This design comes from an exercise in tuning for small area and a short achievable clock period on the open sky130 flow, not from production work.
No activity file was given, so power comes from the tool's default toggle rates.

==> flow/design.v <==
module Small_Alu(x, y, swap, eb, d, hb, hs, sign, sub, spec, nan);
  input [31:0] x, y;
  output swap;           
  output [7:0] eb;       
  output [7:0] d;        
  output hb, hs;         
  output sign;           
  output sub;            
  output spec;           
  output nan;            
  wire [7:0] ex = x[30:23], ey = y[30:23];
  assign swap = x[30:0] < y[30:0];
  wire [7:0] eb_raw = swap ? ey : ex;
  wire [7:0] es_raw = swap ? ex : ey;
  assign hb = |eb_raw;
  assign hs = |es_raw;
  assign eb = {eb_raw[7:1], eb_raw[0] | ~hb};
  wire [7:0] es = {es_raw[7:1], es_raw[0] | ~hs};
  assign d = eb - es;
  assign sign = swap ? y[31] : x[31];
  assign sub = x[31] ^ y[31];
  assign spec = &eb_raw;
  assign nan = spec & ((|(swap ? y[22:0] : x[22:0])) | (sub & (&es_raw)));
endmodule
module Mux_2(x, y, en, out);
  input [22:0] x, y;
  input en;
  output [22:0] out;
  assign out = en ? x : y;
endmodule
module Mux_3(x, y, en, out);
  input [22:0] x, y;
  input en;
  output [22:0] out;
  assign out = en ? y : x;
endmodule
module Shift_Right(d, m, outp);
  input [5:0] d;    
  input [23:0] m;
  output [26:0] outp;
  reg [25:0] al;
  reg st;
  always @(*) begin
    al = {m, 2'b00};
    st = 1'b0;
    if (d[5]) begin
      st = |m;
      al = 26'd0;
    end else begin
      if (d[4]) begin st = st | (|al[15:0]); al = al >> 16; end
      if (d[3]) begin st = st | (|al[7:0]);  al = al >> 8;  end
      if (d[2]) begin st = st | (|al[3:0]);  al = al >> 4;  end
      if (d[1]) begin st = st | (|al[1:0]);  al = al >> 2;  end
      if (d[0]) begin st = st | al[0];       al = al >> 1;  end
    end
  end
  assign outp = {al, st};
endmodule
module Big_Alu(sub, a, b, outp);
  input sub;
  input [23:0] a;        
  input [26:0] b;        
  output [27:0] outp;
  assign outp = {1'b0, a, 3'b000} + ({1'b0, b} ^ {28{sub}}) + {27'd0, sub};
endmodule
module Control(s, eb, sh, zero);
  input [27:0] s;
  input [7:0] eb;
  output [4:0] sh;
  output zero;
  reg [4:0] lz;
  reg found;
  integer i;
  always @(*) begin
    lz = 5'd28;
    found = 1'b0;
    for (i = 27; i >= 0; i = i - 1)
      if (!found && s[i]) begin
        lz = 27 - i;
        found = 1'b1;
      end
  end
  assign zero = ~|s;
  assign sh = ({3'd0, lz} < eb) ? lz : eb[4:0];
endmodule
module Incre_Decre(eb, sh, e);
  input [7:0] eb;
  input [4:0] sh;
  output [7:0] e;
  assign e = eb + 8'd1 - {3'd0, sh};
endmodule
module Shift_Left_Right(s, sh, out);
  input [27:0] s;
  input [4:0] sh;
  output [25:0] out;
  wire [27:0] t = s << sh;
  assign out = {t[27:3], |t[2:0]};
endmodule
module Rounding(sign, t, e, spec, nan, result, overflow);
  input sign;
  input [25:0] t;        
  input [7:0] e;
  input spec, nan;
  output [31:0] result;
  output overflow;
  wire up = t[1] & (t[2] | t[0]);
  wire [31:0] pk = {1'b0, (t[25] ? e : 8'd0), t[24:2]} + {31'd0, up};
  wire ovf = pk[31] | (&pk[30:23]);
  assign overflow = ~spec & ovf;
  assign result = spec ? (nan ? 32'h7fc00000 : {sign, 8'hff, 23'd0}) :
                  ovf ? {sign, 8'hff, 23'd0} : {sign, pk[30:0]};
endmodule
module Floating_Point_Addition(clk, reset, in_valid, x, y, out_valid, result, overflow);
input clk, reset;
input in_valid;
input [31:0] x, y;
output out_valid;
output [31:0] result;
output overflow;
localparam CUT0 = 1;
localparam CUT1 = 1;
localparam CUT2 = 1;
localparam CUT3 = 1;
localparam CUT4 = 1;
localparam CUT5 = 1;
localparam N = CUT0 + CUT1 + CUT2 + CUT3 + CUT4 + CUT5 + 1;
reg [N-1:0] valid;
always @(posedge clk) begin
  if (!reset) valid <= 0;
  else valid <= {valid, in_valid};
end
assign out_valid = valid[N-1];
reg [31:0] x0, y0;
generate if (CUT0) begin : c0
  always @(posedge clk) begin x0 <= x; y0 <= y; end
end else begin : n0
  always @(*) begin x0 = x; y0 = y; end
end endgenerate
wire swap, hb, hs, sign_w, sub_w, spec_w, nan_w;
wire [7:0] eb_w, d_w;
wire [22:0] fs_w, fb_w;
Small_Alu u_small_alu(.x(x0), .y(y0), .swap(swap), .eb(eb_w), .d(d_w), .hb(hb), .hs(hs),
  .sign(sign_w), .sub(sub_w), .spec(spec_w), .nan(nan_w));
Mux_2 u_mux_2(.x(x0[22:0]), .y(y0[22:0]), .en(swap), .out(fs_w));
Mux_3 u_mux_3(.x(x0[22:0]), .y(y0[22:0]), .en(swap), .out(fb_w));
reg [23:0] mb1, ms1;
reg [7:0] eb1;
reg [5:0] d1;    
reg sign1, sub1, spec1, nan1;
generate if (CUT1) begin : c1
  always @(posedge clk) begin
    mb1 <= {hb, fb_w}; ms1 <= {hs, fs_w}; eb1 <= eb_w; d1 <= {|d_w[7:5], d_w[4:0]};
    sign1 <= sign_w; sub1 <= sub_w; spec1 <= spec_w; nan1 <= nan_w;
  end
end else begin : n1
  always @(*) begin
    mb1 = {hb, fb_w}; ms1 = {hs, fs_w}; eb1 = eb_w; d1 = {|d_w[7:5], d_w[4:0]};
    sign1 = sign_w; sub1 = sub_w; spec1 = spec_w; nan1 = nan_w;
  end
end endgenerate
wire [26:0] al_w;
Shift_Right u_shift_right(.d(d1), .m(ms1), .outp(al_w));
reg [23:0] mb2;
reg [26:0] ms2;
reg [7:0] eb2;
reg sign2, sub2, spec2, nan2;
generate if (CUT2) begin : c2
  always @(posedge clk) begin
    mb2 <= mb1; ms2 <= al_w; eb2 <= eb1; sign2 <= sign1; sub2 <= sub1; spec2 <= spec1; nan2 <= nan1;
  end
end else begin : n2
  always @(*) begin
    mb2 = mb1; ms2 = al_w; eb2 = eb1; sign2 = sign1; sub2 = sub1; spec2 = spec1; nan2 = nan1;
  end
end endgenerate
wire [27:0] sum_w;
Big_Alu u_big_alu(.sub(sub2), .a(mb2), .b(ms2), .outp(sum_w));
reg [27:0] s3;
reg [7:0] eb3;
reg sign3, sub3, spec3, nan3;
generate if (CUT3) begin : c3
  always @(posedge clk) begin
    s3 <= sum_w; eb3 <= eb2; sign3 <= sign2; sub3 <= sub2; spec3 <= spec2; nan3 <= nan2;
  end
end else begin : n3
  always @(*) begin
    s3 = sum_w; eb3 = eb2; sign3 = sign2; sub3 = sub2; spec3 = spec2; nan3 = nan2;
  end
end endgenerate
wire [4:0] sh_w;
wire zero_w;
Control u_control(.s(s3), .eb(eb3), .sh(sh_w), .zero(zero_w));
reg [27:0] s4;
reg [4:0] sh4;
reg [7:0] eb4;
reg sign4, spec4, nan4;
generate if (CUT4) begin : c4
  always @(posedge clk) begin
    s4 <= s3; sh4 <= sh_w; eb4 <= eb3; sign4 <= sign3 & ~(sub3 & zero_w); spec4 <= spec3; nan4 <= nan3;
  end
end else begin : n4
  always @(*) begin
    s4 = s3; sh4 = sh_w; eb4 = eb3; sign4 = sign3 & ~(sub3 & zero_w); spec4 = spec3; nan4 = nan3;
  end
end endgenerate
wire [25:0] t_w;
wire [7:0] e_w;
Shift_Left_Right u_shift_left_right(.s(s4), .sh(sh4), .out(t_w));
Incre_Decre u_incre_decre(.eb(eb4), .sh(sh4), .e(e_w));
reg [25:0] t5;
reg [7:0] e5;
reg sign5, spec5, nan5;
generate if (CUT5) begin : c5
  always @(posedge clk) begin
    t5 <= t_w; e5 <= e_w; sign5 <= sign4; spec5 <= spec4; nan5 <= nan4;
  end
end else begin : n5
  always @(*) begin
    t5 = t_w; e5 = e_w; sign5 = sign4; spec5 = spec4; nan5 = nan4;
  end
end endgenerate
wire [31:0] res_w;
wire ovf_w;
Rounding u_rounding(.sign(sign5), .t(t5), .e(e5), .spec(spec5), .nan(nan5),
  .result(res_w), .overflow(ovf_w));
reg [31:0] result;
reg overflow;
always @(posedge clk) begin
  result <= res_w;
  overflow <= ovf_w;
end
endmodule
Settings: LEC_CHECK=0, ABC_CLOCK_PERIOD_IN_PS=3500, CAP_MARGIN=20, CORE_MARGIN=2, CORE_UTILIZATION=40, SLEW_MARGIN=20; clock period 13.0 ns.
run.sh (not shown) runs the stock make flow with config.mk's settings and CLKGATE_MAP_FILE= SYNTH_SCRIPT=/design/flow/synth_recipe.tcl, a recipe that flattens the netlist after the stock synthesis.
The baseline finished clean.
Edit:
--- a/flow/design.v
+++ b/flow/design.v
@@ -118,5 +118,5 @@
 output [31:0] result;
 output overflow;
-localparam CUT0 = 1;
+localparam CUT0 = 0;
 localparam CUT1 = 1;
 localparam CUT2 = 1;
Result: Worst setup slack degrades by 2.0 ns; cell area falls by 9.6%; combinational power falls by about 3%; sequential power falls by about 15%; cell count falls by about 7.5%; power falls by 11%; synthesized cell count falls by 7.9%; count of clock-buffer cells in the layout falls by 17; via count falls by about 7.5%; area after synthesis falls by 9.8%.
No run of this note included a check of the RTL's function; only the layout flow was run.

==> port drivers added, routing unchanged <==
The flow's constraints put no driver on any port. The routed layouts listed below were extracted and timed again, unchanged, in two steps.
Step 1, drivers: a clkbuf_16 drives clk and a buf_2 each remaining input, both assumed.
Step 2, shift: input delay + t, output delay - t, t = (earliest + latest rising clock arrival at the registers) / 2. This alone moves slack from input paths to output paths.
Three values: ideal, step 1, step 2; two values: the first two.
run	t, ns	setup slack, ns	worst setup path after step 2	worst data-port slew with drivers (ns)	pins driven straight from the clock port
the first run	0.595	8.022 / 8.022 / 8.022	register to register	0.04	1
the second run	0.613	5.972 / 6.000 / 5.387	input to register	0.05	1
After both steps every run listed still meets setup and hold. For the second run, which loses most, drivers alone change the setup slack by +0.028 ns; drivers and shift together by -0.585 ns.
